This is an optimization exercise on Yosys and OpenROAD, whose aim is small area, a short achievable clock period and few clock cycles per item, not a production implementation. No run shown here included a check of the RTL's function; only the layout flow was run.

==> flow/design.v (outline; a module is shown in full before it is edited, if it fits) <==
// module logarithm: 1649 lines
// module log_fa: 4 lines
// module log_xor: 3 lines
// module log_maj: 3 lines
// module log_a22oi: 3 lines
// module log_and: 3 lines
// module log_nand: 3 lines
// module log_nor: 3 lines
// module log_inv: 3 lines
// module log_aoi21: 3 lines
// module log_oai21: 3 lines
// module log_xnor: 3 lines
// module log_or: 3 lines
module logarithm #(
	parameter n = 16,
	parameter m = 24,
	parameter k = 5 ,
	parameter p = 24
) (
	input        clk  ,  
	input        reset,  
	input        start,
	input  [0:n] x    ,
	output [1:p] y    ,
	output       done
);
  // ...
==> flow/flow/run.sh <==
#!/bin/bash
# Standard layout, with the smallest buffer on the ports instead of the
# delay buffer that buffer_ports picks by default.
set -e
export BUFFER_PORTS_ARGS="-buffer_cell sky130_fd_sc_hd__buf_1"
bash standard.sh finish > standard_flow.log 2>&1
==> flow/standard.sh <==
#!/bin/bash
# synth_recipe.tcl (not shown) runs the flow's synth.tcl, then flattens the netlist and writes it again
# the make line also repeats each setting of config.mk as NAME=value (left out here)
make -C /OpenROAD-flow-scripts/flow DESIGN_CONFIG=/design/flow/config.mk WORK_HOME=/design/flow/orfs CLKGATE_MAP_FILE= SYNTH_SCRIPT=/design/flow/synth_recipe.tcl "${@:-finish}"
==> flow/config.mk <==
export PLATFORM = sky130hd
export DESIGN_NAME = logarithm
export DESIGN_NICKNAME = logarithm
export VERILOG_FILES = /design/flow/design.v
export SDC_FILE = /design/flow/constraint.sdc
export NUM_CORES = 4
export LEC_CHECK = 0
export CAP_MARGIN = 20
export CORE_MARGIN = 2
export CORE_UTILIZATION = 40
export CTS_BUF_LIST = sky130_fd_sc_hd__clkbuf_4 sky130_fd_sc_hd__clkbuf_8
export SETUP_SLACK_MARGIN = 3.8
export SLEW_MARGIN = 60
export SYNTH_HIERARCHICAL = 1
export SYNTH_MINIMUM_KEEP_SIZE = 0
==> flow/constraint.sdc <==
create_clock -name core_clock -period 9.0 [get_ports {clk}]
set_input_delay 1.8000 -clock core_clock [delete_from_list [all_inputs] [get_ports {clk}]]
set_output_delay 1.8000 -clock core_clock [all_outputs]
set_load 0.01 [all_outputs]
==> summary.txt, run 1 <==
Outcome
  • Outcome: timing/DRC/antenna clean

Global routing
  • GR met2 Demand/Resource: 35.2%
  • Initial antenna violation count: 0

Cells and area
  • Clock network area share: 1.20%
  • Biggest regs: f: 24 flops, r: 24 flops
  • Inverters, non-clock: 87
  • Seq_cells: 48
  • Fillers: 2625
  • Final Net Count: 1486

Logic synthesis
  • Synthesis-stage register bit count: 48
  • Xor/xnor share of the synthesized area: 9.45%
  • Async S/R FF share, synth: 2.08%
  • Syn avg cell area: 8.58 µm²

Worst setup path
  • CP Max Fanout: 17
  • Slowest Stage Delay on Critical Path: 590 ps
  • Buf+Inv Stages, Crit Path: 2
  • RR Endpoint: f[8]
  • Crit path max-delay cell type: fa_1

Die
  • TAP cells: 335
  • Die width: 167 µm
  • Starting density of the core: 40.8%
  • I/O pin count: 45

Clock tree
  • Clock Pin Slew Worst Setup and Hold Paths: 110 ps
  • Post-CTS sizing: 1
  • CTS tree: done
  • Max Root-Sink Buffers: 2

Timing
  • Minimum clock period: 4970 ps
  • Fin. Hold Viols: 0
  • Fin crit share: 55.2%

Detailed routing
  • Post-DR wirelength/cell: 17.4 µm
  • Remaining DRCs: 0
  • Initial DRT Pass Iterations: 6

Worst hold path
  • Worst hold path endpoint: r[23]

Placement
  • Port Buffer Count: 44
==> run 2, diff against run 1 <==
--- a/flow/design.v
+++ b/flow/design.v
@@ -7,17 +7,16 @@
 	input        clk  ,  
 	input        reset,  
 	input        start,
 	input  [0:n] x    ,
 	output [1:p] y    ,
 	output       done
 );
 	reg  [23:0] f;
-	reg  [23:0] r;           
 	wire s1;
 	wire c2;
 	wire s3;
 	wire c4;
 	wire s5;
 	wire c6;
 	wire s7;
 	wire c8;
@@ -1573,17 +1572,38 @@
 	log_xor u_sum45 (pp_[45], cy[45], t[45]);
 	log_xor u_sum46 (pp_[46], cy[46], t[46]);
 	log_xor u_sum47 (pp_[47], cy[47], t[47]);
 	log_xor u_sum48 (pp_[48], cy[48], t[48]);
 	log_xor u_sum49 (pp_[49], cy[49], t[49]);
 	assign t[23:0] = 24'd0;
 	wire [25:0] s  = t[49:24];
 	wire        b  = f >= 24'd6949351;
-	wire        dn = r[23];        
+	wire ge1 = f >= 24'd742791;
+	wire ge2 = f >= 24'd1518468;
+	wire ge3 = f >= 24'd2328488;
+	wire ge4 = f >= 24'd3174369;
+	wire ge5 = f >= 24'd4057702;
+	wire ge6 = f >= 24'd4980142;
+	wire ge7 = f >= 24'd5943423;
+	wire ge8 = b;
+	wire ge9 = f >= 24'd7999816;
+	wire ge10 = f >= 24'd9096789;
+	wire ge11 = f >= 24'd10242329;
+	wire ge12 = f >= 24'd11438586;
+	wire ge13 = f >= 24'd12687807;
+	wire ge14 = f >= 24'd13992335;
+	wire ge15 = f >= 24'd15354619;
+	wire tb0 = ge8;
+	wire tb1 = (tb0 ? ge12 : ge4);
+	wire tb2 = (tb0 ? (tb1 ? ge14 : ge10) : (tb1 ? ge6 : ge2));
+	wire tb3 = (tb0 ? (tb1 ? (tb2 ? ge15 : ge13) : (tb2 ? ge11 : ge9)) : (tb1 ? (tb2 ? ge7 : ge5) : (tb2 ? ge3 : ge1)));
+	wire [3:0] tbits = {tb0, tb1, tb2, tb3};
+	reg  [20:0] sr;          
+	wire        dn = sr[20];
 	wire        sh = ~dn & b;      
 	wire        sk = ~dn & ~b;     
 	wire        hd = dn & ~start;  
 	wire [23:0] fh;
 	log_and u_hold0 (hd, f[0], fh[0]);
 	log_and u_hold1 (hd, f[1], fh[1]);
 	log_and u_hold2 (hd, f[2], fh[2]);
 	log_and u_hold3 (hd, f[3], fh[3]);
@@ -1602,17 +1622,17 @@
 	log_and u_hold16 (hd, f[16], fh[16]);
 	log_and u_hold17 (hd, f[17], fh[17]);
 	log_and u_hold18 (hd, f[18], fh[18]);
 	log_and u_hold19 (hd, f[19], fh[19]);
 	log_and u_hold20 (hd, f[20], fh[20]);
 	log_and u_hold21 (hd, f[21], fh[21]);
 	log_and u_hold22 (hd, f[22], fh[22]);
 	log_and u_hold23 (hd, f[23], fh[23]);
-	wire [23:0] fs;                
+	wire [23:0] fs;              
 	log_a22oi u_sel0 (sh, s[1], sk, s[0], fs[0]);
 	log_a22oi u_sel1 (sh, s[2], sk, s[1], fs[1]);
 	log_a22oi u_sel2 (sh, s[3], sk, s[2], fs[2]);
 	log_a22oi u_sel3 (sh, s[4], sk, s[3], fs[3]);
 	log_a22oi u_sel4 (sh, s[5], sk, s[4], fs[4]);
 	log_a22oi u_sel5 (sh, s[6], sk, s[5], fs[5]);
 	log_a22oi u_sel6 (sh, s[7], sk, s[6], fs[6]);
 	log_a22oi u_sel7 (sh, s[8], sk, s[7], fs[7]);
@@ -1631,26 +1651,26 @@
 	log_a22oi u_sel20 (sh, s[21], sk, s[20], fs[20]);
 	log_a22oi u_sel21 (sh, s[22], sk, s[21], fs[21]);
 	log_a22oi u_sel22 (sh, s[23], sk, s[22], fs[22]);
 	log_a22oi u_sel23 (sh, s[25], sk, s[23], fs[23]);
 	always @(posedge clk)
 		f <= ~fs | fh | ({24{start & x[0]}} & {x[1:n], {(m-n){1'b0}}});
 	always @(posedge clk or negedge reset) begin
 		if (~reset)
-			r[23] <= 1'b1;
-		else if (start | ~r[23])
-			r[23] <= start ? 1'b0 : r[22];
+			sr[20] <= 1'b1;
+		else if (start | ~dn)
+			sr[20] <= start ? 1'b0 : sr[19];
 	end
 	always @(posedge clk) begin
-		if (start | ~r[23])
-			r[22:0] <= start ? 23'd1 : {r[21:0], b};
+		if (start | ~dn)
+			sr[19:0] <= start ? 20'd1 : {sr[18:0], b};
 	end
-	assign done = r[23];
-	assign y    = {r[22:0], b};
+	assign done = dn;
+	assign y    = {sr[19:0], tbits};
 endmodule
 module log_fa (input a, input b, input c, output s, output co);
 	assign s  = a ^ b ^ c;
 	assign co = (a & b) | (a & c) | (b & c);
 endmodule
 module log_xor (input a, input b, output y);
 	assign y = a ^ b;
 endmodule
==> flow/config.mk (replaced) <==
export PLATFORM = sky130hd
export DESIGN_NAME = logarithm
export DESIGN_NICKNAME = logarithm
export VERILOG_FILES = /design/flow/design.v
export SDC_FILE = /design/flow/constraint.sdc
export NUM_CORES = 4
export LEC_CHECK = 0
export CAP_MARGIN = 20
export CORE_MARGIN = 2
export CORE_UTILIZATION = 40
export SETUP_SLACK_MARGIN = 4.0
export SLEW_MARGIN = 60
export SYNTH_HIERARCHICAL = 1
export SYNTH_MINIMUM_KEEP_SIZE = 0
==> summary.txt, run 2 <==
Clock tree
  • CTS Sinks: 45
  • Root Buffer: clkbuf_16
  • Clock Pin Slew Worst Setup and Hold Paths: 80 ps (-30 ps)
  • TritonCTS Buffers: 5
  • Max Root-Sink Buffers: 2 (unchanged)
  • CTS HTree Levels: 2
  • Hold_buf cts: 0
  • Clk latency of the worst-skew pair: 310 ps
  • CTS tree: done

Cells and area
  • Fin area: 13400 µm²
  • Final Net Count: 1674 (+13%)
  • Sequential cell area: 1170 µm²
  • Diodes inserted: 0
  • Area growth, synth to finish: 16.9%
  • Multi-input gate area: 9930 µm²
  • Top reg by flops: f
  • Commonest non-fill, non-tap cell in the layout: nand2_1
  • Biggest regs: f: 24 flops, sr: 21 flops
  • Commonest cells after routing, fill and taps aside: nand2_1, fa_1, nor2_1
  • Max FFs per register: 24
  • Share of cells above drive strength 1: 17.4%
  • Fillers: 2797 (+6.6%)

Timing
  • Final Slew Violations: 0
  • Fin. Hold Viols: 0 (unchanged)
  • Fin crit share: 55.9% (+0.68 points)
  • Final setup TNS: 0 ps
  • RSZ-0062 raised after global routing: yes
  • Clock skew: 10.7 ps
  • Minimum clock period: 5030 ps (+61.3 ps)
  • Final setup viols: 0
  • Fmax: 199 MHz
  • Tightest Pin Transition: 554 ps
  • Slew HR: 63.0%

Logic synthesis
  • Sequential area share after synthesis: 9.62%
  • Syn. warnings: 7
  • Ys flop type: dfxtp_1
  • Synthesis-stage register bit count: 45 (-6.3%)
  • Distinct cells, synth: 66
  • Complex-gate fraction of the synthesized area: 13.1%
  • Most numerous cell in the Yosys netlist: nand2_1
  • Gate count of the mapped netlist: 1384
  • Largest area contributor in the netlist: fa_1
  • Post-Synth Adder-Cell Area: 38.5%
  • Xor/xnor share of the synthesized area: 8.75% (-0.70 points)
  • Largest family of logic cells by synthesized area: adder cells
  • Post-Syn Area: 11500 µm²
  • Fraction of the mapped netlist area in simple logic gates: 24.1%
  • Post-synth top cells: nand2_1, fa_1, nor2_1
  • Synth top area share: 36.4%
  • Post-synthesis mux area share: 0%
  • Post-synth EDFFs: 20
  • Syn avg cell area: 8.31 µm² (-3.0%)
  • Async S/R FF share, synth: 2.22% (+0.14 points)
  • Top post-synthesis cells by area: fa_1, nand2_1, xor2_1

Worst setup path
  • Startpoint types: register
  • Slowest Stage Delay on Critical Path: 550 ps (-40 ps)
  • Critical-path cell list: buf_6 -> nand2_1 -> a2111oi_0 -> a21oi_1 -> o41ai_1 -> o21ai_0 -> and3b_1 -> a32oi_2 -> buf_1
  • Crit path max-delay cell type: a2111oi_0
  • Critical Path RT: 7200 ps
  • CP Max Fanout: 31 (+14)
  • CP endpoint kind: primary output
  • Setup Crit Path Kind: reg -> out
  • Worst Path Arrival: 3230 ps

Die
  • Die height: 174 µm
  • Standard-cell row count: 62
  • Starting density of the core: 40.3% (-0.48 points)
  • Die width: 174 µm (+3.8%)
  • Die footprint: 30100 µm²
  • I/O pin count: 45 (unchanged)
  • Total core area: 28500 µm²

Global routing
  • Gr usage total: 24.4%
  • Vias in the first global route: 10400
  • First-pass GRT wire length: 57.6 mm
  • Initial antenna violation count: 0 (unchanged)
  • Maximum number of pins on one net before global-route repair: 36
  • Total gr overflow: 0

Placement
  • HPWL after detailed placement: 26.0 mm
  • Port Buffer Count: 44 (unchanged)
  • Gpl congestion: 0.937
  • Post-DP Area: 12100 µm²

Run
  • Max Cap Viol: 0

Detailed routing
  • Drt total wl: 39.7 mm
  • Routed Antenna Nets: 0
  • Post-DR wirelength/cell: 21.7 µm (+25%)
  • Initial DRC Count: 1103
  • Initial DRT Pass Iterations: 8 (+2)
  • Via density: 5.69
  • Vias: 10400
  • Remaining DRCs: 0 (unchanged)

Outcome
  • Outcome: timing/DRC/antenna clean

Worst hold path
  • Hold Path Class: reg -> reg
[run 2: cell count changes after synthesis, moves of 9 or more]
cell / delta
nor4_1: +10
buf_2: +14
nor2_1: +13
nor3_1: +9
nand2_1: +12
o21ai_0: +11
buf_1: +39
clkbuf_1: -50
[run 2: kinds of logic (layout without fill, tap and decap cells)]
logic type	after synthesis	count (layout)
buf+inv	169	226
compound gates	194	194
xor+xnor	115	115
flops	45	45
simple gates	629	629
other cells	1	6
fa+ha+maj	231	231
[run 2: area by class of cell]
cell class              instances  share of cell area, %
well taps                     384                   3.57
repair buffers                130                   10.3
multi-input cells            1175                   73.8
clock inverters                 3                  0.186
inverters                      88                   2.48
clock buffers                   5                  0.930
flip-flops and latches         45                   8.68
[run 2: final timing paths]
| check | cells past startpoint | slack, ps | from | to |
|---|---|---|---|---|
| min | 2 | 520 | sr[19] | sr[20] |
| min in group asynchronous | 1 | 1410 | reset | sr[20] |
| min reg2reg | 2 | 520 | sr[19] | sr[20] |
| max | 9 | 3970 | f[10] | y[24] |
| max reg2reg | 20 | 4080 | f[14] | f[14] |
| max in group asynchronous | 1 | 7570 | reset | sr[20] |
[run 2: through the flow]
stage          worst slack (ps)  hold slack (ps)  util [%]  instances
3_3_place_gp               3430              485      42.2       1763
6_report                   3970              516      47.1       1830
2_1_floorplan              4020              510         -       1389
4_1_cts                    4010              517      43.5       1778
5_1_grt                    3890              558      47.1       1830
3_5_place_dp               3450              488      42.3       1764
[run 2: timing repair]
item                                   CTS  global route
setup endpoints to repair               19            18
pin swaps                                3            19
endpoints found under the hold margin    0             0
gates resized for setup                 45            89
setup buffers                            6            36
cloned                                   0            16
[run 2: worst max-delay path, delay by kind of cell (launching register included)]
family | cells | cell delay (ps)
compound gates | 5 | 1620
buf+inv | 2 | 490
flops | 1 | 330
simple gates | 2 | 470
[run 2: per-module statistics from Yosys (local to each module, per instance)]
module | area, µm² | flip-flops and latches | copies in the design
log_or | 6.26 | 0 | 22
log_oai21 | 5.00 | 0 | 52
log_and | 6.26 | 0 | 24
log_aoi21 | 8.76 | 0 | 48
log_inv | 3.75 | 0 | 53
log_fa | 20.0 | 0 | 209
log_nor | 3.75 | 0 | 78
logarithm | 4210 | 45 | 1
log_maj | 11.3 | 0 | 22
log_a22oi | 12.5 | 0 | 24
log_xnor | 8.76 | 0 | 22
log_nand | 3.75 | 0 | 83
log_xor | 8.76 | 0 | 69
[run 2: routing by layer]
layer,global-route usage [%],wire [µm],vias to the layer above
li1,-,-,4579
met4,7.74,1500,0
met2,39.9,18200,558
met5,0,0,-
met3,3.84,3680,106
met1,33.3,16300,5163

==> what the ideal ports hide <==
No port has a modelled driver above. Below, the same layouts with a new extraction and two added sets of constraints.
Step 1: set_driving_cell puts a clkbuf_16 on clk and a buf_2 on each other input, an assumption about the parent block.
Step 2 times the ports against the registers' clock, not the clock port: input delays grow and output delays shrink by t, the midpoint of the rising clock arrivals with the driver on.
Slacks: no drivers / after step 1 / after step 2; pairs: no drivers / after step 1.
run	t (ns)	setup WS [ns]	hold slack, ns	worst slew at a driven data input, ns
run 1	0.350	4.030 / 4.030 / 4.030	0.556 / 0.556 / 0.556	0.04
run 2	0.347	3.969 / 3.927 / 4.080	0.516 / 0.516 / 0.516	0.04
After both steps setup and hold are still met in every run listed.
